Source: an optimization exercise on an open RTL-to-GDS flow (aim: small area, a short achievable clock period and few clock cycles per item). Production flows keep margins and buffers that such runs may drop. Function was checked by simulation only, so behaviour that the tests miss may differ from the original.

`design/flow/design.v`:
```
package ebpc_pkg;
  localparam logic [5-1:0] ALL_ONES = 5'b00000;
  localparam logic [5-1:0] DBXZ_DBPNZ = 5'b00001;
  localparam logic [5-1:0] TWO_ONES_PREFIX = 5'b00010;
  localparam logic [5-1:0] SINGLE_ONE_PREFIX = 5'b00011;
  parameter int unsigned   LOG_MAX_WORDS = 24;
  parameter int unsigned   LOG_MAX_ZRLE_LEN = 4;
  parameter int unsigned   MAX_ZRLE_LEN = 2**LOG_MAX_ZRLE_LEN;
  parameter int unsigned   LOG_DATA_W = 3;  
  parameter int unsigned   DATA_W = 2**LOG_DATA_W;
  parameter int unsigned   BLOCK_SIZE = 8;
  parameter int unsigned   MAX_SYMB_LEN = BLOCK_SIZE > 3+$clog2(DATA_W) ? (BLOCK_SIZE > 5+$clog2(BLOCK_SIZE) ? BLOCK_SIZE : 5+$clog2(BLOCK_SIZE)): (3+$clog2(DATA_W)> 5+$clog2(BLOCK_SIZE)? 3+$clog2(DATA_W) : 5+$clog2(BLOCK_SIZE));
  typedef enum             {
                            TWO,
                            THREE_PLUS_LOGM,
                            FIVE,
                            FIVE_PLUS_LOGN,
                            N
                            } symb_len_t;
  typedef struct packed {
    logic [0:DATA_W] [BLOCK_SIZE-2:0] dbp;
    logic [DATA_W-1:0]                base;
  } dbp_block_t;
  typedef struct packed {
    logic [MAX_SYMB_LEN-1:0] symb;
    symb_len_t            len;
    logic                 zero;
  } encoding_t;
endpackage  
module shift_streamer #(
  parameter int unsigned IW = 8    
) (
  input  logic          clk_i,
  input  logic          rst_ni,
  input  logic          vld_i,
  input  logic [IW-1:0] data_i,    
  input  logic [3:0]    len_i,
  input  logic          end_i,
  output logic          room_o,
  output logic [7:0]    data_o,
  output logic          last_o,
  output logic          vld_o,
  input  logic          rdy_i
);
  logic [15:0] acc_d, acc_q;
  logic [4:0]  cnt_d, cnt_q;
  logic [1:0]  lb_d, lb_q;       
  logic [7:0]  o_d, o_q;
  logic        ol_d, ol_q, ov_d, ov_q, ovo_q;
  assign room_o = (cnt_q <= 5'(16 - IW));
  assign data_o = o_q;
  assign last_o = ol_q;
  assign vld_o  = ovo_q;    
  always_comb begin
    logic [15:0] a;
    logic [4:0]  t, tp;
    logic [1:0]  lbn;
    logic        move, ge8;
    a   = acc_q;
    t   = cnt_q;
    if (vld_i) begin
      a = acc_q | ({data_i, {(16-IW){1'b0}}} >> cnt_q[3:0]);
      t = cnt_q + 5'(len_i);
    end
    tp  = t;
    lbn = lb_q;
    if (vld_i && end_i) begin
      if (t <= 5'd8) begin
        tp  = 5'd8;
        lbn = lb_q | 2'b10;
      end else begin
        tp  = 5'd16;
        lbn = lb_q | 2'b01;
      end
    end
    ge8 = (cnt_q >= 5'd8);
    if (vld_i) begin
      for (int l = 1; l <= IW; l++)
        if (len_i == 4'(l))
          ge8 = (cnt_q >= 5'(8 - l));
      if (end_i)
        ge8 = 1'b1;
    end
    move = ge8 && (!ov_q || rdy_i);
    o_d  = o_q;
    ol_d = ol_q;
    if (move) begin
      acc_d = {a[7:0], 8'd0};
      cnt_d = tp - 5'd8;
      lb_d  = {lbn[0], 1'b0};
      o_d   = a[15:8];
      ol_d  = lbn[1];
      ov_d  = 1'b1;
    end else begin
      acc_d = a;
      cnt_d = tp;
      lb_d  = lbn;
      ov_d  = ov_q && !rdy_i;
    end
  end
  always_ff @(posedge clk_i or negedge rst_ni) begin
    if (~rst_ni) begin
      acc_q <= '0;
      cnt_q <= '0;
      lb_q  <= '0;
      ov_q  <= 1'b0;
    end else begin
      acc_q <= acc_d;
      cnt_q <= cnt_d;
      lb_q  <= lb_d;
      ov_q  <= ov_d;
    end
  end
  always_ff @(posedge clk_i) begin
    ovo_q <= ov_d;
    o_q  <= o_d;
    ol_q <= ol_d;
  end
endmodule
import ebpc_pkg::*;
module dbx_compressor (
  input  logic [BLOCK_SIZE-2:0] dbp_i,
  input  logic [BLOCK_SIZE-2:0] dbx_i,
  output logic [7:0]            symb_o,
  output logic                  short_o     
);
  always_comb begin
    logic single, pair;
    logic [2:0] pos;
    single = 1'b0;
    pair   = 1'b0;
    pos    = '0;
    for (int i = 0; i < 7; i++)
      if (dbx_i == 7'(1 << i)) begin
        single = 1'b1;
        pos    = 3'(6 - i);
      end
    for (int i = 0; i < 6; i++)
      if (dbx_i == 7'(3 << i)) begin
        pair = 1'b1;
        pos  = 3'(5 - i);
      end
    short_o = 1'b0;
    if (&dbx_i) begin
      symb_o  = {ALL_ONES, 3'b000};
      short_o = 1'b1;
    end else if (~|dbp_i) begin
      symb_o  = {DBXZ_DBPNZ, 3'b000};
      short_o = 1'b1;
    end else if (single)
      symb_o = {SINGLE_ONE_PREFIX, pos};
    else if (pair)
      symb_o = {TWO_ONES_PREFIX, pos};
    else
      symb_o = {1'b1, dbx_i};
  end
endmodule
import ebpc_pkg::*;
module dbp_dbx_enc (
  input  logic                                   clk_i,
  input  logic                                   rst_ni,
  input  logic                                   take_i,     
  input  logic                                   nz_i,
  input  logic                                   last_i,
  input  logic [DATA_W-1:0]                      data_i,
  input  logic                                   coder_free_i,
  output logic                                   nz_ok_o,    
  output logic                                   xfer_o,     
  output logic                                   tag_o,      
  output logic                                   open_o,     
  output logic                                   res_nz_o,   
  output logic                                   res_last_o, 
  output logic [0:BLOCK_SIZE-1][DATA_W-1:0]      words_o
);
  logic [0:BLOCK_SIZE-1][DATA_W-1:0] slot_q;
  logic [3:0]                        n_q, n_d, n_base;
  logic                              sealed_q, sealed_d;
  assign nz_ok_o = (sealed_q || n_q == 4'd8) ? coder_free_i : 1'b1;
  assign xfer_o     = coder_free_i && (sealed_q || n_q == 4'd8);
  assign tag_o      = sealed_q || (take_i && last_i && !nz_i);
  assign open_o     = !tag_o && !(take_i && nz_i);
  assign res_nz_o   = take_i && nz_i;
  assign res_last_o = take_i && last_i && !nz_i && n_q == 4'd0;
  always_comb
    for (int k = 0; k < BLOCK_SIZE; k++)
      words_o[k] = (4'(k) < n_q) ? slot_q[k] : '0;
  always_comb begin
    n_base   = xfer_o ? 4'd0 : n_q;
    n_d      = n_base;
    sealed_d = xfer_o ? 1'b0 : sealed_q;
    if (take_i && nz_i)
      n_d = n_base + 4'd1;
    if (take_i && last_i && (nz_i || n_base != 4'd0))
      sealed_d = 1'b1;
  end
  always_ff @(posedge clk_i or negedge rst_ni) begin
    if (~rst_ni) begin
      n_q      <= '0;
      sealed_q <= 1'b0;
    end else begin
      n_q      <= n_d;
      sealed_q <= sealed_d;
    end
  end
  always_ff @(posedge clk_i)
    for (int k = 0; k < BLOCK_SIZE; k++)
      if (take_i && nz_i && n_base == 4'(k))
        slot_q[k] <= data_i;
endmodule
import ebpc_pkg::*;
module seq_coder (
  input  logic                            clk_i,
  input  logic                            rst_ni,
  input  logic                            xfer_i,
  input  logic                            tag_i,
  input  logic                            open_i,
  input  logic                            res_nz_i,
  input  logic                            res_last_i,
  input  logic [DATA_W-1:0]               base_i,
  input  logic [0:BLOCK_SIZE-1][DATA_W-1:0] words_i,
  input  logic                            room_i,     
  output logic                            free_o,     
  output logic                            vld_o,
  output logic [7:0]                      code_o,
  output logic [3:0]                      len_o,
  output logic                            end_o
);
  logic [0:BLOCK_SIZE-1][DATA_W-1:0] e_d, e_q;     
  logic [1:BLOCK_SIZE-1]           b_d, b_q, b_n;  
  logic [BLOCK_SIZE-2:0]           p_n, p_0;       
  logic [BLOCK_SIZE-2:0]           q_q, q_d;       
  logic [BLOCK_SIZE-2:0]           p, x;
  logic [3:0]                      s_d, s_q;       
  logic [3:0]                      zr_d, zr_q;     
  logic                            xz_d, xz_q;     
  logic                            sl_d, sl_q;     
  logic                            xz2_d, xz2_q;   
  logic [1:BLOCK_SIZE-1]           b_nn;
  logic [BLOCK_SIZE-2:0]           p_nn;
  logic                            busy_d, busy_q, tag_d, tag_q, open_d, open_q;
  logic [7:0]                      symb;
  logic                            symb_short;
  assign free_o = !busy_q && room_i;
  always_comb
    for (int k = 1; k < BLOCK_SIZE; k++) begin
      p[BLOCK_SIZE-1-k]   = e_q[k][0] ^ e_q[k-1][0] ^ b_q[k];
      b_n[k]              = (!e_q[k][0] && e_q[k-1][0]) || (!(e_q[k][0] ^ e_q[k-1][0]) && b_q[k]);
      p_n[BLOCK_SIZE-1-k] = e_q[k][1] ^ e_q[k-1][1] ^ b_n[k];
      p_0[BLOCK_SIZE-1-k] = words_i[k][0] ^ words_i[k-1][0];
      b_nn[k]             = (!e_q[k][1] && e_q[k-1][1]) || (!(e_q[k][1] ^ e_q[k-1][1]) && b_n[k]);
      p_nn[BLOCK_SIZE-1-k] = e_q[k][2] ^ e_q[k-1][2] ^ b_nn[k];
    end
  assign x = p ^ q_q;
  dbx_compressor compressor_i (
    .dbp_i  (p),
    .dbx_i  (x),
    .symb_o (symb),
    .short_o(symb_short)
  );
  always_comb begin
    logic adv, lastz, fin;
    logic [3:0] zeros;
    adv    = 1'b0;
    lastz  = 1'b0;
    fin    = 1'b0;
    busy_d = busy_q;
    tag_d  = tag_q;
    open_d = open_q;
    if (open_q && res_nz_i)
      open_d = 1'b0;
    if (open_q && res_last_i) begin
      open_d = 1'b0;
      tag_d  = 1'b1;
    end
    s_d    = s_q;
    zr_d   = zr_q;
    e_d    = e_q;
    b_d    = b_q;
    q_d    = q_q;
    vld_o  = 1'b0;
    code_o = '0;
    len_o  = '0;
    end_o  = 1'b0;
    zeros  = zr_q;
    xz_d   = xz_q;
    xz2_d  = xz2_q;
    sl_d   = sl_q;
    if (xfer_i) begin
      vld_o  = 1'b1;
      code_o = base_i;
      len_o  = 4'd8;
      busy_d = 1'b1;
      tag_d  = tag_i;
      open_d = open_i;
      s_d    = '0;
      zr_d   = '0;
      e_d    = words_i;
      b_d    = '0;
      q_d    = '0;
      sl_d   = 1'b0;
      xz_d   = (p_0 == '0);
      xz2_d  = 1'b0;
    end else if (busy_q) begin
      lastz = (s_q == 4'(DATA_W-1)) && xz_q && xz2_q;
      fin   = sl_q || lastz;
      if (xz_q && !fin) begin
        adv  = 1'b1;
        zr_d = zr_q + 4'd1;
      end else if (room_i && !(fin && open_q)) begin
        vld_o = 1'b1;
        if (xz_q || zr_q != '0) begin
          if (xz_q)
            zeros = zr_q + (lastz ? 4'd2 : 4'd1);
          if (zeros == 4'd1) begin
            code_o = 8'b01000000;
            len_o  = 4'd2;
          end else begin
            code_o = {3'b001, 3'(zeros - 4'd2), 2'b00};
            len_o  = 4'd6;
          end
          zr_d = '0;
        end else begin
          code_o = symb;
          len_o  = symb_short ? 4'd5 : 4'd8;
        end
        if (xz_q || zr_q == '0) begin
          if (fin) begin
            busy_d = 1'b0;
            end_o  = tag_q;
          end else
            adv = 1'b1;
        end
      end
      if (adv) begin
        s_d  = s_q + 4'd1;
        sl_d = (s_q == 4'(DATA_W-1));
        q_d  = p;
        xz_d  = (p_n == p);
        xz2_d = (p_nn == p_n);
        b_d  = b_n;
        for (int k = 0; k < BLOCK_SIZE; k++)
          e_d[k] = {e_q[k][DATA_W-1], e_q[k][DATA_W-1:1]};
      end
    end
  end
  always_ff @(posedge clk_i or negedge rst_ni) begin
    if (~rst_ni) begin
      busy_q <= 1'b0;
      open_q <= 1'b0;
    end else begin
      busy_q <= busy_d;
      open_q <= open_d;
    end
  end
  always_ff @(posedge clk_i) begin
    tag_q <= tag_d;
    xz_q  <= xz_d;
    xz2_q <= xz2_d;
    sl_q  <= sl_d;
    s_q   <= s_d;
    zr_q  <= zr_d;
    e_q   <= e_d;
    b_q   <= b_d;
    q_q   <= q_d;
  end
endmodule
module zrle (
  input  logic       clk_i,
  input  logic       rst_ni,
  input  logic       vld_i,       
  input  logic       nz_i,        
  input  logic       last_i,      
  output logic [5:0] code_o,      
  output logic [3:0] len_o
);
  logic [3:0] zc_d, zc_q;
  always_comb begin
    zc_d   = zc_q;
    code_o = '0;
    len_o  = '0;
    if (nz_i) begin
      zc_d = '0;
      if (zc_q != '0) begin
        code_o = {1'b0, zc_q - 4'd1, 1'b1};
        len_o  = 4'd6;
      end else begin
        code_o = 6'b100000;
        len_o  = 4'd1;
      end
    end else if (zc_q == 4'd15 || last_i) begin
      zc_d   = '0;
      code_o = {1'b0, zc_q, 1'b0};
      len_o  = 4'd5;
    end else begin
      zc_d = zc_q + 4'd1;
    end
  end
  always_ff @(posedge clk_i or negedge rst_ni) begin
    if (~rst_ni) zc_q <= '0;
    else if (vld_i) zc_q <= zc_d;
  end
endmodule
module done_gen (
  input  logic clk_i,
  input  logic rst_ni,
  input  logic znz_fin_i,
  input  logic bpc_fin_i,
  output logic blk_done_o
);
  logic signed [3:0] diff_d, diff_q;
  logic              done_d, done_q;
  assign blk_done_o = done_q;
  always_comb begin
    diff_d = diff_q;
    done_d = 1'b0;
    if (znz_fin_i && bpc_fin_i) begin
      done_d = 1'b1;
    end else if (znz_fin_i) begin
      done_d = (diff_q < 0);
      diff_d = diff_q + 4'sd1;
    end else if (bpc_fin_i) begin
      done_d = (diff_q > 0);
      diff_d = diff_q - 4'sd1;
    end
  end
  always_ff @(posedge clk_i or negedge rst_ni) begin
    if (~rst_ni) begin
      diff_q <= '0;
      done_q <= 1'b0;
    end else begin
      diff_q <= diff_d;
      done_q <= done_d;
    end
  end
endmodule
import ebpc_pkg::*;
module ebpc_encoder
  (
   input logic               clk_i,
   input logic               rst_ni,
   input logic [DATA_W-1:0]  data_i,
   input logic               last_i,
   input logic               vld_i,
   output logic              rdy_o,
   output logic              idle_o,
   output logic [DATA_W-1:0] znz_data_o,
   output logic              znz_last_o,
   output logic              znz_vld_o,
   input logic               znz_rdy_i,
   output logic [DATA_W-1:0] bpc_data_o,
   output logic              bpc_last_o,
   output logic              bpc_vld_o,
   input logic               bpc_rdy_i,
   output logic              blk_done_o
   );
  logic              iv_q;
  logic [DATA_W-1:0] id_q;
  logic              il_q, inz_q;
  logic              take;
  logic              znz_room, nz_ok;
  logic [5:0]        znz_code;
  logic [3:0]        znz_len;
  logic              coder_free, xfer, xfer_tag;
  logic [0:BLOCK_SIZE-1][DATA_W-1:0] words;
  logic              bpc_room, code_vld, code_end;
  logic [7:0]        code;
  logic [3:0]        code_len;
  logic              xfer_open, res_nz, res_last;
  logic              cv_q, ce_q, code_free;
  logic [7:0]        cd_q;
  logic [3:0]        cl_q;
  assign idle_o = 1'b0;
  assign take   = iv_q && znz_room && (!inz_q || nz_ok);
  logic              sv_q;
  logic [DATA_W-1:0] sd_q;
  logic              sl_q, snz_q;
  logic              accept, main_load;
  logic              rdy_q;
  assign rdy_o     = rdy_q;
  assign accept    = vld_i && !sv_q;
  assign main_load = take || !iv_q;
  always_ff @(posedge clk_i or negedge rst_ni) begin
    if (~rst_ni) begin
      iv_q  <= 1'b0;
      sv_q  <= 1'b0;
    end else begin
      if (main_load) begin
        iv_q  <= sv_q || accept;
        sv_q  <= 1'b0;
      end else if (accept) begin
        sv_q  <= 1'b1;
      end
    end
  end
  always_ff @(posedge clk_i) begin
    if (main_load)
      rdy_q <= 1'b1;
    else if (accept)
      rdy_q <= 1'b0;
  end
  always_ff @(posedge clk_i) begin
    if (main_load) begin
      if (sv_q) begin
        id_q  <= sd_q;
        il_q  <= sl_q;
        inz_q <= snz_q;
      end else begin
        id_q  <= data_i;
        il_q  <= last_i;
        inz_q <= |data_i;
      end
    end
    if (!sv_q) begin
      sd_q  <= data_i;
      sl_q  <= last_i;
      snz_q <= |data_i;
    end
  end
  zrle zrle_i (
    .clk_i (clk_i),
    .rst_ni(rst_ni),
    .vld_i (take),
    .nz_i  (inz_q),
    .last_i(il_q),
    .code_o(znz_code),
    .len_o (znz_len)
  );
  shift_streamer #(.IW(6)) znz_pack_i (
    .clk_i (clk_i),
    .rst_ni(rst_ni),
    .vld_i (take),
    .data_i(znz_code),
    .len_i (znz_len),
    .end_i (il_q),
    .room_o(znz_room),
    .data_o(znz_data_o),
    .last_o(znz_last_o),
    .vld_o (znz_vld_o),
    .rdy_i (znz_rdy_i)
  );
  dbp_dbx_enc collect_i (
    .clk_i       (clk_i),
    .rst_ni      (rst_ni),
    .take_i      (take),
    .nz_i        (inz_q),
    .last_i      (il_q),
    .data_i      (id_q),
    .coder_free_i(coder_free),
    .nz_ok_o     (nz_ok),
    .xfer_o      (xfer),
    .tag_o       (xfer_tag),
    .open_o      (xfer_open),
    .res_nz_o    (res_nz),
    .res_last_o  (res_last),
    .words_o     (words)
  );
  seq_coder coder_i (
    .clk_i  (clk_i),
    .rst_ni (rst_ni),
    .xfer_i (xfer),
    .tag_i  (xfer_tag),
    .open_i (xfer_open),
    .res_nz_i  (res_nz),
    .res_last_i(res_last),
    .base_i (words[0]),
    .words_i(words),
    .room_i (code_free),
    .free_o (coder_free),
    .vld_o  (code_vld),
    .code_o (code),
    .len_o  (code_len),
    .end_o  (code_end)
  );
  assign code_free = !cv_q || bpc_room;
  always_ff @(posedge clk_i or negedge rst_ni) begin
    if (~rst_ni)
      cv_q <= 1'b0;
    else if (code_free)
      cv_q <= code_vld;
  end
  always_ff @(posedge clk_i) begin
    if (code_free) begin
      cd_q <= code;
      cl_q <= code_len;
      ce_q <= code_end;
    end
  end
  shift_streamer #(.IW(8)) bpc_pack_i (
    .clk_i (clk_i),
    .rst_ni(rst_ni),
    .vld_i (cv_q && bpc_room),
    .data_i(cd_q),
    .len_i (cl_q),
    .end_i (ce_q),
    .room_o(bpc_room),
    .data_o(bpc_data_o),
    .last_o(bpc_last_o),
    .vld_o (bpc_vld_o),
    .rdy_i (bpc_rdy_i)
  );
  done_gen done_gen_i (
    .clk_i     (clk_i),
    .rst_ni    (rst_ni),
    .znz_fin_i (znz_vld_o && znz_rdy_i && znz_last_o),
    .bpc_fin_i (bpc_vld_o && bpc_rdy_i && bpc_last_o),
    .blk_done_o(blk_done_o)
  );
endmodule  
```
`design/flow/flow/run.sh`:
```
#!/bin/bash
# Standard layout, with repair_timing asked for extra setup slack against
# the design's own constraints (same SDC, same clock period).
cp standard.sh standard_copy.sh.txt 2>/dev/null
export SETUP_SLACK_MARGIN=8.6
bash standard.sh > standard_flow.log 2>&1
```
`design/flow/standard.sh`:
```
#!/bin/bash
# synth_recipe.tcl (not shown) runs the flow's synth.tcl, then flattens the netlist and writes it again
# the make line also repeats each setting of config.mk as NAME=value (left out here)
make -C /OpenROAD-flow-scripts/flow DESIGN_CONFIG=/design/flow/config.mk WORK_HOME=/design/flow/orfs CLKGATE_MAP_FILE= SYNTH_SCRIPT=/design/flow/synth_recipe.tcl "${@:-finish}"
```
`design/flow/config.mk`:
```
export PLATFORM = sky130hd
export DESIGN_NAME = ebpc_encoder
export DESIGN_NICKNAME = ebpc_encoder
export VERILOG_FILES = /design/flow/design.v
export SDC_FILE = /design/flow/constraint.sdc
export NUM_CORES = 4
export LEC_CHECK = 0
export CAP_MARGIN = 20
export CORE_MARGIN = 2
export CORE_UTILIZATION = 55
export CTS_CLUSTER_DIAMETER = 100
export CTS_CLUSTER_SIZE = 30
export PLACE_DENSITY = 0.7
export SLEW_MARGIN = 20
```
`design/flow/constraint.sdc`:
```
create_clock -name core_clock -period 12.0 [get_ports {clk_i}]
set_input_delay 2.4000 -clock core_clock [delete_from_list [all_inputs] [get_ports {clk_i}]]
set_output_delay 2.4000 -clock core_clock [all_outputs]
set_load 0.01 [all_outputs]
```
==> impl_results.md, run 1 <==
- Pin count of the biggest net entering global routing: 68
- Non-Filler Instances: 1,571
- Maximum root-to-sink buffer count: 3
- Avg WL per Cell: 17.7 µm
- Critical-path cell list: buf_2
- Worst-margin pin slew: 0.901 ns
- Synth top area cells: edfxtp_1, dfrtp_1, dfxtp_1
- Synth area leader: edfxtp_1
- Register area: 0.00756 mm²
- Crit-path max cell delay: 0.41 ns
- Worst Hold Launch: sd_q[7]
- CP delay by family, top: flip-flops
- CP arrival: 1.07 ns
- Number of global-route vias before repair: 8,809
- Synth Register Bits: 275
- First-pass GRT wire length: 45,400 µm
- GRT Overall Usage: 21.6%
- Reg2reg start: coder_i.e_q[40]
- Setup crit start: bpc_pack_i.ol_q
- Hold depth: 1
- Proportion of netlist area held by the largest area contributor: 38.5%
- Initial detailed-routing violation count: 790
- CTS buffer count: 13
- CTS Sinks: 275
- Crit share post-route: 28.9%
- Hold WC Path Type: flop to flop
- Number of flops mapped to enable cells by yosys: 171
- Critical path class: flop to output port
- DRT Wirelength: 27,900 µm
- Worst-path maximum fanout: 2
- Yosys cell types: 73
- Mapped Nets: 1,301
- Critical R2R Capture: cd_q[3]
- H-tree levels: 1
- RSZ-0062 raised after global routing: true
- Total grt overflow: 0
- Synth Cell Area: 0.0133 mm²
- DR vias: 9,298
- Initial antenna violation count: 0
- Async S/R FF share, synth: 24.4%
- Fill cell total of the finished layout: 1,966
- I/O pins: 37
- Clock latency (worst-skew pair): 0.52 ns
- Core area: 0.0236 mm²
- Critical Path End Type: output port
- # diodes: 0
- Worst R2R Setup Slack: 8.74 ns
- R2R cell count: 8
- Post-synthesis mux area share: 2.86%
- Sequential fraction of the synthesis area: 56.7%
- Slew Viols, Final: 0
- Synth-to-Final Area Change: 7.64%
- Largest family of logic cells by synthesized area: simple AND/OR/NAND/NOR gates
- Clk root buf: clkbuf_16
- DIE WIDTH: 160 µm
- Gpl congestion: 0.843
- Dpl cells: 1,538
- Final setup violation count: 0
- Post-CTS Hold Fix Bufs: 0
- Synth Area in Adders: 4.77%
- Remaining DRCs: 0
- Cells after Synth: 1,247
- Via density: 5.92
- TritonCTS clock tree: yes
- Buf/Inv on CP: 1
- Initial Util: 56.4%
- Placed Area: 0.0139 mm²
- Setup Skew: 0.0365 ns
- Synth Area in XOR/XNOR: 3.94%
- Synth Warn #: 8
- Final core utilization: 60.8%
- Finished Cell Area: 0.0143 mm²
- DRT antenna net count: 0
- Synth Flop Type: edfxtp_1
- Setup TNS after final layout: 0 ns
- Dpl hpwl: 17,900 µm
- Critical path's slowest cell: edfxtp_1
- Max Freq: 288 MHz
- Post-synthesis compound-gate area fraction: 12.7%
- Port buffer count: 35
- Status: complete, no violations
- FP Rows: 56
- Commonest non-fill, non-tap cell in the layout: nand2_1
- Mean post-synth cell area: 10.7 µm²
- Hold Fails Final Rpt: 0
- Nets: 1,299
- Drt pass-1 iters: 5
- Multi-input combinational cell area: 0.00541 mm²
- Leading cell types in the layout, fill and taps excluded: nand2_1, edfxtp_1, nor2_1
- Die Y: 160 µm
- Max-Slew Margin vs Limit: 39.8%
- CP startpoint kind: flop
- Reg clk slew, reported paths: 0.12 ns
- Die area: 0.0255 mm²
- Worst EP required: 9.60 ns
- Max Cap Viol: 0
- Fin crit period: 3.47 ns
- Worst Hold End: sd_q[7]
- Post-Synth Simple-Gate Area: 15.4%
- Share of cells above drive strength 1: 9.58%
-- how the worst max path moves through the flow --
stage	cells after the start	end
floorplan	6	done_gen_i.diff_q[3]
global placement	4	znz_pack_i.o_q[5]
detailed placement	6	znz_pack_i.cnt_q[4]
CTS	1	bpc_last_o
global route	1	znz_last_o
finish	1	bpc_last_o
-- registers in the layout (all words and copies together), names as in the netlist, 2 cells and up --
signal / flops
coder_i.s_q: 4
bpc_pack_i.cnt_q: 5
bpc_pack_i.acc_q: 16
bpc_pack_i.lb_q: 2
cd_q: 8
znz_pack_i.acc_q: 16
znz_pack_i.cnt_q: 5
done_gen_i.diff_q: 4
coder_i.q_q: 7
id_q: 8
bpc_pack_i.o_q: 8
coder_i.zr_q: 4
sd_q: 8
znz_pack_i.o_q: 8
zrle_i.zc_q: 4
coder_i.e_q: 64
coder_i.b_q: 7
collect_i.n_q: 4
collect_i.slot_q: 64
znz_pack_i.lb_q: 2
cl_q: 4
-- kinds of logic after synthesis --
group | count (synthesis)
flops | 275
simple gates | 451
buf+inv | 125
fa+ha+maj | 40
other cells | 1
xor+xnor | 60
compound gates | 261
mux | 34
-- metal layers --
layer  vias up  global-route usage (%)  routed length [µm]
li1       4450                       -                   -
met1      4592                    31.8               13200
met5         -                       0                   0
met3        31                    2.23                1240
met2       225                    35.3               13100
met4         0                    3.80                 307
-- through the flow --
step	setup WS, ns	hold slack [ns]
after global routing	8.48	0.503
after floorplan	8.58	0.436
final	8.53	0.484
after detailed placement	7.42	0.462
after CTS	8.50	0.488
after global placement	7.46	0.453
-- cells in the mapped netlist, types with 10 or more instances --
master	instances
mux2i_1	10
nor2_1	95
fa_1	18
xnor2_1	37
o211ai_1	11
nor3_1	17
nand2_1	187
xor2_1	23
mux2_2	23
dfrtp_1	67
and3_1	22
a21o_1	21
nand3_1	60
ha_1	22
clkbuf_1	59
dfxtp_1	37
a211oi_1	12
o21ai_0	54
edfxtp_1	171
o22ai_1	13
a21oi_1	76
nand4_1	14
inv_1	55
-- timing repair --
| item | in CTS | in global routing |
|---|---|---|
| setup buffers | 6 | 2 |
| hold endpoints to repair | 0 | 0 |
| pin swaps | 2 | 2 |
| gates cloned | 2 | 1 |
| gates resized for setup | 100 | 14 |
| setup endpoints to repair | 122 | 205 |
-- final cells by class --
| class | count | share of cell area, % |
|---|---|---|
| well taps | 319 | 2.78 |
| flip-flops and latches | 275 | 52.7 |
| clock inverters | 2 | 0.270 |
| multi-input cells | 849 | 37.7 |
| repair inverters | 1 | 0.0523 |
| inverters | 56 | 1.51 |
| clock buffers | 20 | 2.45 |
| repair buffers | 49 | 2.52 |
Testbench counts, summed over its fixed seeds: cycles 28,903, words 28,155.
==> run 2: changes to the inputs <==
--- a/design/flow/config.mk
+++ b/design/flow/config.mk
@@ -10,3 +10,3 @@
 export CORE_UTILIZATION = 55
-export CTS_CLUSTER_DIAMETER = 100
+export CTS_CLUSTER_DIAMETER = 70
 export CTS_CLUSTER_SIZE = 30
==> run 2 against run 1 <==
Compared with the run above: maximum frequency down 0.73%; cell area grew 1.9%; via count decreased by 0.12%; setup slack worse by 0.026 ns; global-route usage rose by 0.24 points; critical endpoint is now znz_last_o.
==> impl_results.md, run 2 <==
- Synth top area cells: edfxtp_1, dfrtp_1, dfxtp_1
- Gpl congestion: 0.843 (unchanged)
- Clock latency (worst-skew pair): 0.53 ns (about the same)
- Pin count of the biggest net entering global routing: 68 (unchanged)
- First-pass GRT wire length: 45,800 µm (+0.87%)
- Commonest non-fill, non-tap cell in the layout: nand2_1
- Synth Warn #: 8 (unchanged)
- GRT Overall Usage: 21.8% (+0.24 points)
- Critical path class: flop to output port
- Drt pass-1 iters: 5 (unchanged)
- Initial detailed-routing violation count: 821 (+3.9%)
- Dpl hpwl: 17,900 µm (unchanged)
- Proportion of netlist area held by the largest area contributor: 38.5% (unchanged)
- Core area: 0.0236 mm² (unchanged)
- Yosys cell types: 73 (unchanged)
- Die area: 0.0255 mm² (unchanged)
- CTS buffer count: 18 (+5)
- Setup crit start: znz_pack_i.ol_q
- Async S/R FF share, synth: 24.4% (unchanged)
- Clk root buf: clkbuf_16
- Worst Hold Launch: coder_i.xz2_q
- Initial Util: 56.4% (unchanged)
- DRT Wirelength: 27,800 µm (-0.17%)
- Worst hold slack: 0.478 ns (-0.00604 ns)
- Synth area leader: edfxtp_1
- Buf/Inv on CP: 1 (unchanged)
- Fin crit period: 3.50 ns (+0.0256 ns)
- Setup Skew: 0.0394 ns (+0.00289 ns)
- # diodes: 0 (unchanged)
- Synth Register Bits: 275 (unchanged)
- CP arrival: 1.10 ns (+0.03 ns)
- Share of cells above drive strength 1: 10.6% (+1.1 points)
- Cells after Synth: 1,247 (unchanged)
- CP startpoint kind: flop
- Die Y: 160 µm (unchanged)
- Hold Fails Final Rpt: 0 (unchanged)
- Number of global-route vias before repair: 8,871 (+0.70%)
- Port buffer count: 35 (unchanged)
- FP Rows: 56 (unchanged)
- Reg2reg start: collect_i.n_q[2]
- Remaining DRCs: 0 (unchanged)
- Via density: 5.88 (-0.62%)
- Critical-path cell list: buf_2
- RSZ-0062 raised after global routing: true
- Crit-path max cell delay: 0.41 ns (about the same)
- Final setup violation count: 0 (unchanged)
- Number of flops mapped to enable cells by yosys: 171 (unchanged)
- Top-count cell post-synth: nand2_1
- Nets: 1,302 (+0.23%)
- Avg WL per Cell: 17.6 µm (-0.67%)
- Worst EP required: 9.60 ns (about the same)
- DRT antenna net count: 0 (unchanged)
- Worst-path maximum fanout: 2 (unchanged)
- Slew Viols, Final: 0 (unchanged)
- Worst-margin pin slew: 0.898 ns (-0.00299 ns)
- Dpl cells: 1,538 (unchanged)
- Leading cell types in the layout, fill and taps excluded: nand2_1, edfxtp_1, nor2_1
- Maximum root-to-sink buffer count: 3 (unchanged)
- Max-Slew Margin vs Limit: 40.0% (+0.20 points)
- Status: complete, no violations
- Synth cell count leaders: nand2_1, edfxtp_1, nor2_1, a21oi_1, dfrtp_1
- Synth Flop Type: edfxtp_1
- Crit share post-route: 29.1% (+0.21 points)
- Non-Filler Instances: 1,579 (+0.51%)
- Total grt overflow: 0 (unchanged)
- Synth Cell Area: 0.0133 mm² (unchanged)
- Reg clk slew, reported paths: 0.10 ns (-0.02 ns)
- Setup TNS after final layout: 0 ns (unchanged)
- Max Freq: 286 MHz (-0.73%)
- Initial antenna violation count: 0 (unchanged)
- Sequential fraction of the synthesis area: 56.7% (unchanged)
- CP delay by family, top: flip-flops
- DR vias: 9,287 (-0.12%)
- Critical Path End Type: output port
- Max Cap Viol: 0 (unchanged)
- I/O pins: 37 (unchanged)
- CTS Sinks: 275 (unchanged)
- Synth-to-Final Area Change: 9.69%
- Hold WC Path Type: flop to flop
- Mean post-synth cell area: 10.7 µm² (unchanged)
- TritonCTS clock tree: yes
- Mapped Nets: 1,301 (unchanged)
- Biggest regs: coder_i.e_q: 64 flops, collect_i.slot_q: 64 flops
- Critical path's slowest cell: edfxtp_1
- DIE WIDTH: 160 µm (unchanged)
- H-tree levels: 1 (unchanged)
[run 2: kinds of logic after synthesis]
group / Yosys count / share of synthesized area (%)
DFF: 275 / 56.7
adders and majority gates: 40 / 4.77
buffers and inverters: 125 / 3.63
other: 1 / 0.0281
xor gates and xnor gates: 60 / 3.94
AOI/OAI and AO/OA: 261 / 12.7
and+or+nand+nor: 451 / 15.4
muxes: 34 / 2.86
[run 2: stage by stage]
| step | setup slack (ns) | util, % | area (µm²) |
|---|---|---|---|
| detailed placement | 7.42 | 58.8 | 13900 |
| CTS | 8.48 | 61.6 | 14500 |
| global placement | 7.46 | 58.8 | 13900 |
| finish | 8.50 | 61.9 | 14600 |
| global route | 8.45 | 61.9 | 14600 |
| floorplan | 8.58 | - | 13400 |
[run 2: layer usage]
| layer | part of all wire (%) | GRT usage, % | vias up |
|---|---|---|---|
| met1 | 47 | 32.1 | 4594 |
| met3 | 4.2 | 2.62 | 25 |
| met4 | 1.3 | 4.05 | 0 |
| li1 | - | - | 4464 |
| met5 | 0 | 0 | - |
| met2 | 47 | 35.5 | 204 |
[run 2: layout make-up]
cell class                      instances  area (µm²)
Tap cell                              319         399
Timing Repair Buffer                   48         360
Sequential cell                       275        7560
Multi-Input combinational cell        848        5400
Clock buffer                           21         493
Clock inverter                         11         180
Timing Repair inverter                  1        7.51
Inverter                               56         219
Fill cell                            1937        8990
[run 2: final timing paths]
kind                                        end  slack (ns)  cells after the start
min reg2reg                       coder_i.xz2_q        0.48                      2
min in group asynchronous  bpc_pack_i.acc_q[12]        1.99                      1
max in group asynchronous   bpc_pack_i.cnt_q[3]        9.38                      1
max                                  znz_last_o        8.50                      1
max reg2reg                        coder_i.xz_q        8.72                      7
min                               coder_i.xz2_q        0.48                      2
[run 2: worst min-delay path, stage by stage (launching register included)]
cell	delay [ns]
dfxtp_1	0.32
nand3_1	0.05
o21ai_0	0.06
[run 2: what timing repair did]
action | in CTS | in global routing
setup endpoints to repair | 119 | 131
gates resized for setup | 98 | 18
gates cloned | 2 | 0
pin swaps | 2 | 0
hold buffers | 0 | 0
buffers inserted | 6 | 1
==> run 3: changes to the inputs <==
--- a/design/flow/config.mk
+++ b/design/flow/config.mk
@@ -10,4 +10,4 @@
 export CORE_UTILIZATION = 55
-export CTS_CLUSTER_DIAMETER = 70
-export CTS_CLUSTER_SIZE = 30
+export CTS_CLUSTER_DIAMETER = 100
+export CTS_CLUSTER_SIZE = 25
 export PLACE_DENSITY = 0.7
==> run 3 against run 2 <==
Compared with the run above: first-iteration DRC count decreased by 3.2%; critical path type unchanged; synthesized cell count did not move; hold slack better by 0.0014 ns; cell count fell by 0.44%; clock skew decreased by 0.016 ns; core utilization is 1.1 points lower; non-clock buffer count is the same.
==> impl_results.md, run 3 <==
- DRT antenna net count: 0 (unchanged)
- Share of cells above drive strength 1: 9.34% (-1.3 points)
- Die area: 0.0255 mm² (unchanged)
- Number of global-route vias before repair: 8,783 (-0.99%)
- Initial detailed-routing violation count: 795 (-3.2%)
- Synth Warn #: 8 (unchanged)
- Met1 Use GR: 32.2% (+0.16 points)
- Status: complete, no violations
- RSZ-0062 raised after global routing: true
- Worst-margin pin slew: 0.880 ns (-0.0174 ns)
- Slew Viols, Final: 0 (unchanged)
- I/O pins: 37 (unchanged)
- Critical-path cell list: buf_2
- Synth area leader: edfxtp_1
- Drt pass-1 iters: 5 (unchanged)
- Total grt overflow: 0 (unchanged)
- Clk root buf: clkbuf_16
- Critical Path End Type: output port
- Leading cell types in the layout, fill and taps excluded: nand2_1, edfxtp_1, nor2_1
- TritonCTS clock tree: yes
- Global routing's busiest layer: met2
- Setup crit start: znz_pack_i.ol_q
- Biggest regs: coder_i.e_q: 64 flops, collect_i.slot_q: 64 flops
- Number of flops mapped to enable cells by yosys: 171 (unchanged)
- Reg2reg start: coder_i.e_q[32]
- Max Freq: 288 MHz (+0.61%)
- Fill cell total of the finished layout: 1,975 (+2.0%)
- Worst-path maximum fanout: 2 (unchanged)
- DRT Wirelength: 28,000 µm (+0.78%)
- Max-Slew Margin vs Limit: 41.3% (+1.3 points)
- Hold Fails Final Rpt: 0 (unchanged)
- Initial Util: 56.4% (unchanged)
- Synth Flop Type: edfxtp_1
- Synth cell count leaders: nand2_1, edfxtp_1, nor2_1, a21oi_1, dfrtp_1
- Async S/R FF share, synth: 24.4% (unchanged)
- Synth top area cells: edfxtp_1, dfrtp_1, dfxtp_1
- Sequential fraction of the synthesis area: 56.7% (unchanged)
- DIE WIDTH: 160 µm (unchanged)
- CP arrival: 1.08 ns (-0.02 ns)
- CTS Sinks: 275 (unchanged)
- Nets: 1,299 (-0.23%)
- CP Depth: 1 (unchanged)
- Reg clk slew, reported paths: 0.10 ns (about the same)
- CP startpoint kind: flop
- Yosys cell types: 73 (unchanged)
- Via density: 5.90 (+0.27%)
- Non-Filler Instances: 1,572 (-0.44%)
- Gpl congestion: 0.843 (unchanged)
- Critical path class: flop to output port
- Synth Cell Area: 0.0133 mm² (unchanged)
- Dpl hpwl: 17,900 µm (unchanged)
- Mean post-synth cell area: 10.7 µm² (unchanged)
- Synth-to-Final Area Change: 7.66%
- H-tree levels: 1 (unchanged)
- Setup Skew: 0.0231 ns (-0.0163 ns)
- Post-CTS Hold Fix Bufs: 0 (unchanged)
- Met3 Track Usage GR: 2.18% (-0.44 points)
- Buf/Inv on CP: 1 (unchanged)
- Hold WC Path Type: flop to flop
- Max Cap Viol: 0 (unchanged)
- CTS buffer count: 14 (-4)
- Die Y: 160 µm (unchanged)
- CP delay by family, top: flip-flops
- CP endpoint: znz_last_o
- Synth Register Bits: 275 (unchanged)
- Remaining DRCs: 0 (unchanged)
- GR Util met2: 35.5% (+0.039 points)
- Clock latency (worst-skew pair): 0.50 ns (-0.03 ns)
- Final setup violation count: 0 (unchanged)
- Top-count cell post-synth: nand2_1
- Worst EP required: 9.60 ns (about the same)
- Cells after Synth: 1,247 (unchanged)
- Dpl cells: 1,538 (unchanged)
- Avg WL per Cell: 17.8 µm (+1.2%)
- Mapped Nets: 1,301 (unchanged)
- Crit-path max cell delay: 0.41 ns (about the same)
- R2R cell count: 8 (+1)
- Fin crit period: 3.48 ns (-0.0213 ns)
- FP Rows: 56 (unchanged)
- Worst R2R Setup Slack: 8.79 ns (+0.07 ns)
- Core area: 0.0236 mm² (unchanged)
- # diodes: 0 (unchanged)
- Critical path's slowest cell: edfxtp_1
- Crit share post-route: 29.0% (-0.18 points)
- Pin count of the biggest net entering global routing: 68 (unchanged)
- Maximum root-to-sink buffer count: 3 (unchanged)
- DR vias: 9,271 (-0.17%)
- Setup TNS after final layout: 0 ns (unchanged)
- Initial antenna violation count: 0 (unchanged)
- Commonest non-fill, non-tap cell in the layout: nand2_1
- GRT Overall Usage: 21.8% (-0.028 points)
- First-pass GRT wire length: 45,700 µm (-0.35%)
- Port buffer count: 35 (unchanged)
- Critical R2R Capture: cd_q[3]
- Proportion of netlist area held by the largest area contributor: 38.5% (unchanged)
==> run 3: cell types whose count changed in the layout (fill, tap and decap cells not counted), sizes merged <==
cell,before,now
clkinv,2,1
bufinv,2,0
or3,8,9
clkbuf,21,24
inv,62,54
==> run 3: area by class of cell <==
type	count	area (µm²)	area share, %
repair inverters	1	7.51	0.0523
repair buffers	48	354	2.47
flip-flops and latches	275	7560	52.7
well taps	319	399	2.78
multi-input cells	849	5400	37.6
clock buffers	24	409	2.85
inverters	56	216	1.51
==> run 3: through the flow <==
stage	setup WS, ns	area (µm²)	hold WS (ns)	util, %
floorplan	8.58	13400	0.436	-
global placement	7.46	13900	0.453	58.8
detailed placement	7.42	13900	0.462	58.8
CTS	8.51	14300	0.485	60.4
global route	8.48	14300	0.499	60.8
finish	8.52	14300	0.479	60.8
==> run 3: logic make-up after synthesis <==
family	Yosys count	share of synthesized area (%)
other	1	0.0281
buffers and inverters	125	3.63
AO/OA/AOI/OAI	261	12.7
adder cells (fa/ha/maj)	40	4.77
flip-flops	275	56.7
XOR/XNOR	60	3.94
AND/OR/NAND/NOR	451	15.4
multiplexers	34	2.86
==> run 3: worst min path at each step <==
stage,start,end,slack [ns],cells past startpoint
6_report,coder_i.xz2_q,coder_i.xz2_q,0.48,2
5_1_grt,sd_q[7],sd_q[7],0.50,1
4_1_cts,sd_q[5],sd_q[5],0.48,1
3_5_place_dp,sd_q[5],sd_q[5],0.46,1
3_3_place_gp,sd_q[7],sd_q[7],0.45,1
2_1_floorplan,coder_i.xz2_q,coder_i.xz2_q,0.44,2
==> run 3: what timing repair did <==
action | in CTS | in global routing
pin swaps | 2 | 1
gates resized for setup | 99 | 13
cloned | 2 | 1
setup buffers | 6 | 1
endpoints found under the setup margin | 130 | 195
==> run 3: metal layers <==
layer,vias up,part of all wire (%)
met1,4549,46
met2,238,47
met4,0,1.2
li1,4457,-
met5,-,0
met3,27,4.9
==> run 4: changes to the inputs <==
--- a/design/flow/config.mk
+++ b/design/flow/config.mk
@@ -9,6 +9,6 @@
 export CORE_MARGIN = 2
-export CORE_UTILIZATION = 55
+export CORE_UTILIZATION = 70
 export CTS_CLUSTER_DIAMETER = 100
 export CTS_CLUSTER_SIZE = 25
-export PLACE_DENSITY = 0.7
+export PLACE_DENSITY = 0.8
 export SLEW_MARGIN = 20
==> run 4 against run 3 <==
Compared with the run above: hold slack improved by 0.0016 ns; still clean; highest routed layer unchanged; global-route usage rose by 5.1 points; cell area is 0.81% lower; critical endpoint unchanged.
==> impl_results.md, run 4 <==
- CP delay by family, top: flip-flops
- Total grt overflow: 0 (unchanged)
- Synth Flop Type: edfxtp_1
- Avg WL per Cell: 18.3 µm (+2.7%)
- Worst Hold Launch: sd_q[6]
- Critical path's slowest cell: edfxtp_1
- Critical path class: flop to output port
- Proportion of netlist area held by the largest area contributor: 38.5% (unchanged)
- FP Rows: 50 (-11%)
- CP arrival: 1.09 ns (about the same)
- Fin crit period: 3.49 ns (+0.0191 ns)
- Dpl hpwl: 17,700 µm (-1.2%)
- Number of global-route vias before repair: 8,860 (+0.88%)
- Number of flops mapped to enable cells by yosys: 171 (unchanged)
- Max Freq: 286 MHz (-0.55%)
- Share of cells above drive strength 1: 9.43% (+0.095 points)
- Clk root buf: clkbuf_16
- Biggest regs: coder_i.e_q: 64 flops, collect_i.slot_q: 64 flops
- Gpl congestion: 0.891 (+5.7%)
- Critical Path End Type: output port
- GRT Overall Usage: 26.9% (+5.1 points)
- I/O pins: 37 (unchanged)
- Synth Warn #: 8 (unchanged)
- Mean post-synth cell area: 10.7 µm² (unchanged)
- Leading cell types in the layout, fill and taps excluded: nand2_1, edfxtp_1, nor2_1
- H-tree levels: 1 (unchanged)
- Clock latency (worst-skew pair): 0.50 ns (about the same)
- Reg2reg start: collect_i.n_q[2]
- Worst-margin pin slew: 0.952 ns (+0.0718 ns)
- Synth-to-Final Area Change: 6.79%
- Slew Viols, Final: 0 (unchanged)
- Status: complete, no violations
- Final setup violation count: 0 (unchanged)
- Hold WC Path Type: flop to flop
- Via density: 6.35 (+7.6%)
- Crit-path max cell delay: 0.43 ns (+0.02 ns)
- First-pass GRT wire length: 43,800 µm (-4.0%)
- Remaining DRCs: 0 (unchanged)
- Critical-path cell list: buf_2
- Sequential fraction of the synthesis area: 56.7% (unchanged)
- Synth Register Bits: 275 (unchanged)
- DIE WIDTH: 142 µm (-11%)
- Initial antenna violation count: 0 (unchanged)
- Worst EP required: 9.60 ns (about the same)
- DRT antenna net count: 0 (unchanged)
- Port buffer count: 35 (unchanged)
- Yosys cell types: 73 (unchanged)
- Commonest non-fill, non-tap cell in the layout: nand2_1
- Crit share post-route: 29.1% (+0.16 points)
- Max-Slew Margin vs Limit: 36.3% (-5.1 points)
- Final core utilization: 76.1% (+15 points)
- Synth cell count leaders: nand2_1, edfxtp_1, nor2_1, a21oi_1, dfrtp_1
- Drt pass-1 iters: 5 (unchanged)
- Hold Fails Final Rpt: 0 (unchanged)
- Reg clk slew, reported paths: 0.10 ns (about the same)
- DRT Wirelength: 27,200 µm (-3.0%)
- Nets: 1,297 (-0.15%)
- Maximum root-to-sink buffer count: 3 (unchanged)
- TritonCTS clock tree: yes
- RSZ-0062 raised after global routing: true
- Initial detailed-routing violation count: 923 (+16%)
- Top-count cell post-synth: nand2_1
- Initial Util: 71.2% (+15 points)
- Worst hold slack: 0.481 ns (+0.00158 ns)
- Pin count of the biggest net entering global routing: 94 (+38%)
- Core area: 0.0187 mm² (-21%)
- Max Cap Viol: 0 (unchanged)
- Synth top area cells: edfxtp_1, dfrtp_1, dfxtp_1
- Die area: 0.0202 mm² (-21%)
- Setup Skew: 0.0265 ns (+0.00338 ns)
- CP startpoint kind: flop
- Post-CTS Hold Fix Bufs: 0 (unchanged)
- Mapped Nets: 1,301 (unchanged)
- Synth area leader: edfxtp_1
- Setup TNS after final layout: 0 ns (unchanged)
- Cells after Synth: 1,247 (unchanged)
- CTS buffer count: 14 (unchanged)
- DR vias: 9,423 (+1.6%)
- Synth Cell Area: 0.0133 mm² (unchanged)
- Setup crit start: znz_pack_i.ol_q
- CTS Sinks: 275 (unchanged)
- Die Y: 142 µm (-11%)
- Worst-path maximum fanout: 2 (unchanged)
- Async S/R FF share, synth: 24.4% (unchanged)
- Buf/Inv on CP: 1 (unchanged)
- # diodes: 0 (unchanged)
[run 4: layout make-up]
type	count	area, µm²
Tap cell	234	293
Inverter	56	214
Clock inverter	1	16.3
Sequential cell	275	7560
Fill cell	1293	4470
Clock buffer	23	384
Timing Repair Buffer	47	344
Timing Repair inverter	1	7.51
Multi-Input combinational cell	848	5410
[run 4: final timing paths]
| path | end | slack, ns | depth (start not counted) |
|---|---|---|---|
| worst max-delay path | znz_last_o | 8.51 | 1 |
| worst min-delay path | sd_q[6] | 0.48 | 1 |
| worst max register to register | coder_i.xz_q | 8.74 | 7 |
| worst min register to register | sd_q[6] | 0.48 | 1 |
| max in group asynchronous | collect_i.n_q[3] | 9.27 | 2 |
| min in group asynchronous | znz_pack_i.ov_q | 2.10 | 2 |
[run 4: logic make-up after synthesis]
family / after synthesis / share of synthesized area (%)
other cells: 1 / 0.0281
compound gates: 261 / 12.7
xor+xnor: 60 / 3.94
mux: 34 / 2.86
flops: 275 / 56.7
fa+ha+maj: 40 / 4.77
buf+inv: 125 / 3.63
simple gates: 451 / 15.4
[run 4: layer usage]
| layer | vias to the layer above | GRT usage [%] | wire length (µm) | part of all wire [%] |
|---|---|---|---|---|
| li1 | 4440 | - | - | - |
| met1 | 4630 | 39.8 | 12100 | 44 |
| met2 | 316 | 43.8 | 13200 | 49 |
| met3 | 37 | 3.30 | 1460 | 5.4 |
| met4 | 0 | 5.42 | 467 | 1.7 |
| met5 | - | 0 | 0 | 0 |
[run 4: what timing repair did]
action | CTS | global route
gates cloned | 1 | 1
buffers inserted | 5 | 1
gates resized for setup | 99 | 16
setup endpoints to repair | 107 | 119
pin swaps | 1 | 1
[run 4: through the flow]
stage | instances | area [µm²] | setup slack, ns
floorplan | 1247 | 13400 | 8.58
global placement | 1453 | 13800 | 7.47
detailed placement | 1453 | 13800 | 7.37
CTS | 1483 | 14100 | 8.46
global route | 1485 | 14200 | 8.49
finish | 1485 | 14200 | 8.51
[run 4: worst register-to-register path: cells and delay by family (launching register included)]
kind | cells | cell delay, ns
and+or+nand+nor | 5 | 2.13
AOI/OAI and AO/OA | 2 | 0.43
DFF | 1 | 0.54
==> run 5: changes to the inputs <==
--- a/design/flow/design.v
+++ b/design/flow/design.v
@@ -39,2 +39,3 @@
   output logic          room_o,
+  output logic          room_d_o,  
   output logic [7:0]    data_o,
@@ -49,3 +50,4 @@
   logic        ol_d, ol_q, ov_d, ov_q, ovo_q;
-  assign room_o = (cnt_q <= 5'(16 - IW));
+  assign room_o   = (cnt_q <= 5'(16 - IW));
+  assign room_d_o = (cnt_d <= 5'(16 - IW));
   assign data_o = o_q;
@@ -167,2 +169,5 @@
   output logic                                   nz_ok_o,    
+  output logic                                   full_d_o,
+  input  logic                                   coder_free_d_i,
+  output logic                                   nz_ok_d_o,  
   output logic                                   xfer_o,     
@@ -177,3 +182,5 @@
   logic                              sealed_q, sealed_d;
-  assign nz_ok_o = (sealed_q || n_q == 4'd8) ? coder_free_i : 1'b1;
+  assign nz_ok_o   = (sealed_q || n_q == 4'd8) ? coder_free_i : 1'b1;
+  assign full_d_o  = sealed_d || n_d == 4'd8;
+  assign nz_ok_d_o = full_d_o ? coder_free_d_i : 1'b1;
   assign xfer_o     = coder_free_i && (sealed_q || n_q == 4'd8);
@@ -222,2 +229,3 @@
   output logic                            free_o,     
+  output logic                            busy_d_o,
   output logic                            vld_o,
@@ -237,4 +245,3 @@
   logic                            xz2_d, xz2_q;   
-  logic [1:BLOCK_SIZE-1]           b_nn;
-  logic [BLOCK_SIZE-2:0]           p_nn;
+  logic [1:BLOCK_SIZE-1]           z8;
   logic                            busy_d, busy_q, tag_d, tag_q, open_d, open_q;
@@ -242,3 +249,4 @@
   logic                            symb_short;
-  assign free_o = !busy_q && room_i;
+  assign free_o   = !busy_q && room_i;
+  assign busy_d_o = busy_d;
   always_comb
@@ -249,4 +257,3 @@
       p_0[BLOCK_SIZE-1-k] = words_i[k][0] ^ words_i[k-1][0];
-      b_nn[k]             = (!e_q[k][1] && e_q[k-1][1]) || (!(e_q[k][1] ^ e_q[k-1][1]) && b_n[k]);
-      p_nn[BLOCK_SIZE-1-k] = e_q[k][2] ^ e_q[k-1][2] ^ b_nn[k];
+      z8[k] = (e_q[k][1] == e_q[k-1][1]) || (b_n[k] == e_q[k-1][1]);
     end
@@ -338,3 +345,3 @@
         xz_d  = (p_n == p);
-        xz2_d = (p_nn == p_n);
+        xz2_d = &z8;    
         b_d  = b_n;
@@ -468,2 +475,3 @@
   logic              xfer_open, res_nz, res_last;
+  logic              full_d, coder_busy_d;
   logic              cv_q, ce_q, code_free;
@@ -472,46 +480,27 @@
   assign idle_o = 1'b0;
-  assign take   = iv_q && znz_room && (!inz_q || nz_ok);
-  logic              sv_q;
-  logic [DATA_W-1:0] sd_q;
-  logic              sl_q, snz_q;
-  logic              accept, main_load;
-  logic              rdy_q;
-  assign rdy_o     = rdy_q;
-  assign accept    = vld_i && !sv_q;
-  assign main_load = take || !iv_q;
+  logic              ok_q, ok_d, iv_d, inz_d;
+  logic              znz_room_d, nz_ok_d, coder_free_d, bpc_room_d, cv_d;
+  logic              accept;
+  logic              rdy_q;    
+  assign take   = iv_q && ok_q;
+  assign rdy_o  = rdy_q;
+  assign accept = vld_i && (!iv_q || ok_q);
+  assign iv_d         = accept || (iv_q && !take);
+  assign inz_d        = accept ? |data_i : inz_q;
+  assign cv_d         = code_free ? code_vld : cv_q;
+  assign coder_free_d = !coder_busy_d && (!cv_d || bpc_room_d);
+  assign ok_d         = znz_room_d && (!inz_d || nz_ok_d);
   always_ff @(posedge clk_i or negedge rst_ni) begin
-    if (~rst_ni) begin
-      iv_q  <= 1'b0;
-      sv_q  <= 1'b0;
-    end else begin
-      if (main_load) begin
-        iv_q  <= sv_q || accept;
-        sv_q  <= 1'b0;
-      end else if (accept) begin
-        sv_q  <= 1'b1;
-      end
-    end
-  end
-  always_ff @(posedge clk_i) begin
-    if (main_load)
-      rdy_q <= 1'b1;
-    else if (accept)
-      rdy_q <= 1'b0;
+    if (~rst_ni)
+      iv_q <= 1'b0;
+    else
+      iv_q <= iv_d;
   end
   always_ff @(posedge clk_i) begin
-    if (main_load) begin
-      if (sv_q) begin
-        id_q  <= sd_q;
-        il_q  <= sl_q;
-        inz_q <= snz_q;
-      end else begin
-        id_q  <= data_i;
-        il_q  <= last_i;
-        inz_q <= |data_i;
-      end
-    end
-    if (!sv_q) begin
-      sd_q  <= data_i;
-      sl_q  <= last_i;
-      snz_q <= |data_i;
+    ok_q  <= ok_d;
+    rdy_q <= !iv_d || ok_d;
+    if (accept) begin
+      id_q  <= data_i;
+      il_q  <= last_i;
+      inz_q <= |data_i;
     end
@@ -535,2 +524,3 @@
     .room_o(znz_room),
+    .room_d_o(znz_room_d),
     .data_o(znz_data_o),
@@ -549,2 +539,5 @@
     .nz_ok_o     (nz_ok),
+    .full_d_o    (full_d),
+    .coder_free_d_i(coder_free_d),
+    .nz_ok_d_o   (nz_ok_d),
     .xfer_o      (xfer),
@@ -568,2 +561,3 @@
     .free_o (coder_free),
+    .busy_d_o(coder_busy_d),
     .vld_o  (code_vld),
@@ -595,2 +589,3 @@
     .room_o(bpc_room),
+    .room_d_o(bpc_room_d),
     .data_o(bpc_data_o),
--- a/design/flow/flow/run.sh
+++ b/design/flow/flow/run.sh
@@ -4,3 +4,3 @@
 cp standard.sh standard_copy.sh.txt 2>/dev/null
-export SETUP_SLACK_MARGIN=8.6
+export SETUP_SLACK_MARGIN=8.8
 bash standard.sh > standard_flow.log 2>&1
--- a/design/flow/config.mk
+++ b/design/flow/config.mk
@@ -9,6 +9,6 @@
 export CORE_MARGIN = 2
-export CORE_UTILIZATION = 70
+export CORE_UTILIZATION = 55
 export CTS_CLUSTER_DIAMETER = 100
 export CTS_CLUSTER_SIZE = 25
-export PLACE_DENSITY = 0.8
+export PLACE_DENSITY = 0.7
 export SLEW_MARGIN = 20
==> run 5 against run 4 <==
Compared with the run above: cell area is 1.2% higher; cell count is 3.6% higher; sequential share of layout area is 2.1 points lower; critical path depth stayed put; highest routed layer unchanged; critical path type unchanged; first-iteration DRC count is 18% lower; count of clock-buffer cells in the layout is 1 lower; area after synthesis is 2.6% lower; sequential cell count is 10 lower; still clean.
==> impl_results.md, run 5 <==
- Synth top area cells: edfxtp_1, dfrtp_1, nand2_1
- Final setup violation count: 0 (unchanged)
- Avg WL per Cell: 17.5 µm (-4.5%)
- Leading cell types in the layout, fill and taps excluded: nand2_1, edfxtp_1, o21ai_0
- Critical path class: flop to output port
- CTS Sinks: 265 (-3.6%)
- Yosys cell types: 86 (+18%)
- Crit-path max cell delay: 0.44 ns (about the same)
- Proportion of netlist area held by the largest area contributor: 39.3% (+0.81 points)
- Setup Skew: 0.0240 ns (-0.00243 ns)
- Number of global-route vias before repair: 8,557 (-3.4%)
- GRT Overall Usage: 22.3% (-4.6 points)
- Port buffer count: 35 (unchanged)
- CP delay by family, top: flip-flops
- Via density: 5.81 (-8.4%)
- Initial detailed-routing violation count: 760 (-18%)
- Nets: 1,259 (-2.9%)
- Gpl congestion: 0.862 (-3.3%)
- CP arrival: 1.12 ns (+0.03 ns)
- Clk root buf: clkbuf_16
- Crit share post-route: 29.3% (+0.19 points)
- Top-count cell post-synth: nand2_1
- Commonest non-fill, non-tap cell in the layout: nand2_1
- Setup TNS after final layout: 0 ns (unchanged)
- Initial antenna violation count: 0 (unchanged)
- Slew Viols, Final: 0 (unchanged)
- Status: complete, no violations
- H-tree levels: 1 (unchanged)
- Critical Path End Type: output port
- Clock latency (worst-skew pair): 0.51 ns (about the same)
- Die Y: 158 µm (+11%)
- Synth area leader: edfxtp_1
- Fill cell total of the finished layout: 1,938 (+50%)
- Synth Cell Area: 0.0130 mm² (-2.6%)
- Share of cells above drive strength 1: 13.3% (+3.8 points)
- DRT Wirelength: 26,900 µm (-1.0%)
- Post-CTS Hold Fix Bufs: 0 (unchanged)
- Critical-path cell list: buf_2
- Synth Flop Type: edfxtp_1
- Synth Register Bits: 265 (-3.6%)
- Placed Area: 0.0137 mm² (-0.74%)
- CP startpoint kind: flop
- I/O pins: 37 (unchanged)
- RSZ-0062 raised after global routing: true
- Drt pass-1 iters: 5 (unchanged)
- Remaining DRCs: 0 (unchanged)
- Synth Warn #: 8 (unchanged)
- Mean post-synth cell area: 10.8 µm² (+1.1%)
- Worst-margin pin slew: 1.06 ns (+0.107 ns)
- Final core utilization: 61.7% (-14 points)
- First-pass GRT wire length: 44,300 µm (+0.94%)
- Critical path's slowest cell: edfxtp_1
- Async S/R FF share, synth: 24.9% (+0.54 points)
- Max Freq: 284 MHz (-0.64%)
- DR vias: 8,942 (-5.1%)
- Cells after Synth: 1,201 (-3.7%)
- Mapped Nets: 1,248 (-4.1%)
- Dpl hpwl: 17,400 µm (-1.6%)
- # diodes: 0 (unchanged)
- Sequential fraction of the synthesis area: 56.5% (-0.13 points)
- Core area: 0.0233 mm² (+25%)
- TritonCTS clock tree: yes
- Synth cell count leaders: nand2_1, edfxtp_1, o21ai_0, nor2_1, dfrtp_1
- Buf/Inv on CP: 1 (unchanged)
- Fin crit period: 3.52 ns (+0.0226 ns)
- Reg clk slew, reported paths: 0.10 ns (about the same)
- Total grt overflow: 0 (unchanged)
- Worst EP required: 9.60 ns (about the same)
- Synth-to-Final Area Change: 11.0%
- Die area: 0.0248 mm² (+23%)
- DRT antenna net count: 0 (unchanged)
- DIE WIDTH: 158 µm (+11%)
- Worst-path maximum fanout: 2 (unchanged)
- Number of flops mapped to enable cells by yosys: 170 (-0.58%)
- Finished Cell Area: 0.0144 mm² (+1.2%)
- Max Cap Viol: 0 (unchanged)
- CTS buffer count: 14 (unchanged)
- Biggest regs: coder_i.e_q: 64 flops, collect_i.slot_q: 64 flops
- Maximum root-to-sink buffer count: 3 (unchanged)
- Initial Util: 55.6% (-16 points)
- Max-Slew Margin vs Limit: 28.6% (-7.6 points)
- Hold WC Path Type: flop to flop
- Pin count of the biggest net entering global routing: 78 (-17%)
- Hold Fails Final Rpt: 0 (unchanged)
- FP Rows: 56 (+12%)
## run 5: area by class of cell
type                       instances  area, µm²  share of cell area, %
timing repair buffer              59        527                   3.66
clock buffer                      22        380                   2.64
clock inverter                     2       27.5                  0.191
sequential                       265       7350                   51.0
multi-input combinational        835       5580                   38.7
tap                              319        399                   2.77
inverter                          37        141                  0.982
## run 5: metrics by stage
stage	hold WS [ns]	cells	setup slack (ns)
final	0.483	1539	8.48
after global routing	0.516	1539	8.43
after CTS	0.491	1536	8.46
after detailed placement	0.468	1496	7.34
after global placement	0.459	1496	7.36
after floorplan	0.436	1201	8.57
## run 5: worst min-delay path, stage by stage (launching register included)
cell and delay [ns]:
dfxtp_1 0.34, nand3_1 0.07, nand2_1 0.05
## run 5: what timing repair did
item	CTS	global route
buffers inserted	11	3
cloned	5	0
resized for setup	127	29
endpoints found under the setup margin	198	158
pin swaps	7	4
## run 5: logic make-up (layout without fill, tap and decap cells)
logic type | Yosys count | count (layout) | share of synthesized area, %
other | 1 | 1 | 0.0289
AND/OR/NAND/NOR | 422 | 422 | 15.2
buffers and inverters | 103 | 120 | 3.37
XOR/XNOR | 50 | 50 | 3.58
AO/OA/AOI/OAI | 298 | 300 | 15.0
flip-flops | 265 | 265 | 56.5
multiplexers | 29 | 29 | 2.54
adder cells (fa/ha/maj) | 33 | 33 | 3.82
## run 5: metal layers
layer / vias to the layer above / global-route usage (%) / part of all wire [%]
li1: 4362 / - / -
met1: 4346 / 33.2 / 47
met2: 203 / 35.7 / 47
met3: 31 / 2.38 / 3.8
met4: 0 / 5.11 / 1.8
met5: - / 0 / 0
## run 5: path summary, 6_finish.rpt
check | cells past startpoint | slack, ns | startpoint | end
max in group asynchronous | 2 | 9.28 | rst_ni | zrle_i.zc_q[1]
min in group asynchronous | 2 | 2.07 | rst_ni | bpc_pack_i.acc_q[4]
max reg2reg | 15 | 8.94 | zrle_i.zc_q[0] | rdy_q
min | 2 | 0.48 | coder_i.b_q[2] | coder_i.b_q[2]
max | 1 | 8.48 | znz_pack_i.ol_q | znz_last_o
min reg2reg | 2 | 0.48 | coder_i.b_q[2] | coder_i.b_q[2]
Testbench counts of run 5, summed over its fixed seeds: cycles 28,903, words 28,155.

-- afterwards: timing with drivers on the ports --
The results above use ideal ports. As a check the final layouts listed here were re-extracted and re-timed, cells and wires unchanged.
Step 1 sets driving cells, clkbuf_16 on the clock port and buf_2 on the other inputs (assumed; they add their load-dependent delay and slew).
Step 2, shift: input delay + t, output delay - t, t = (earliest + latest rising clock arrival at the registers) / 2. This alone moves slack from input paths to output paths.
a / b / c = no drivers / after step 1 / after step 2; a / b = the first two.
run | shift t [ns] | setup WS [ns] | worst setup path at the end | worst slew at a driven data input, ns
run 1 | 0.545 | 8.529 / 8.481 / 8.136 | input to register | 0.03
run 2 | 0.555 | 8.503 / 8.456 / 8.109 | input to register | 0.03
run 3 | 0.542 | 8.524 / 8.473 / 8.126 | input to register | 0.03
run 4 | 0.536 | 8.505 / 8.459 / 8.128 | input to register | 0.04
run 5 | 0.547 | 8.483 / 8.433 / 8.334 | input to register | 0.03
After both steps setup and hold are still met in every run listed. For run 3, which loses most, drivers alone change the setup slack by -0.051 ns; drivers and shift together by -0.398 ns.
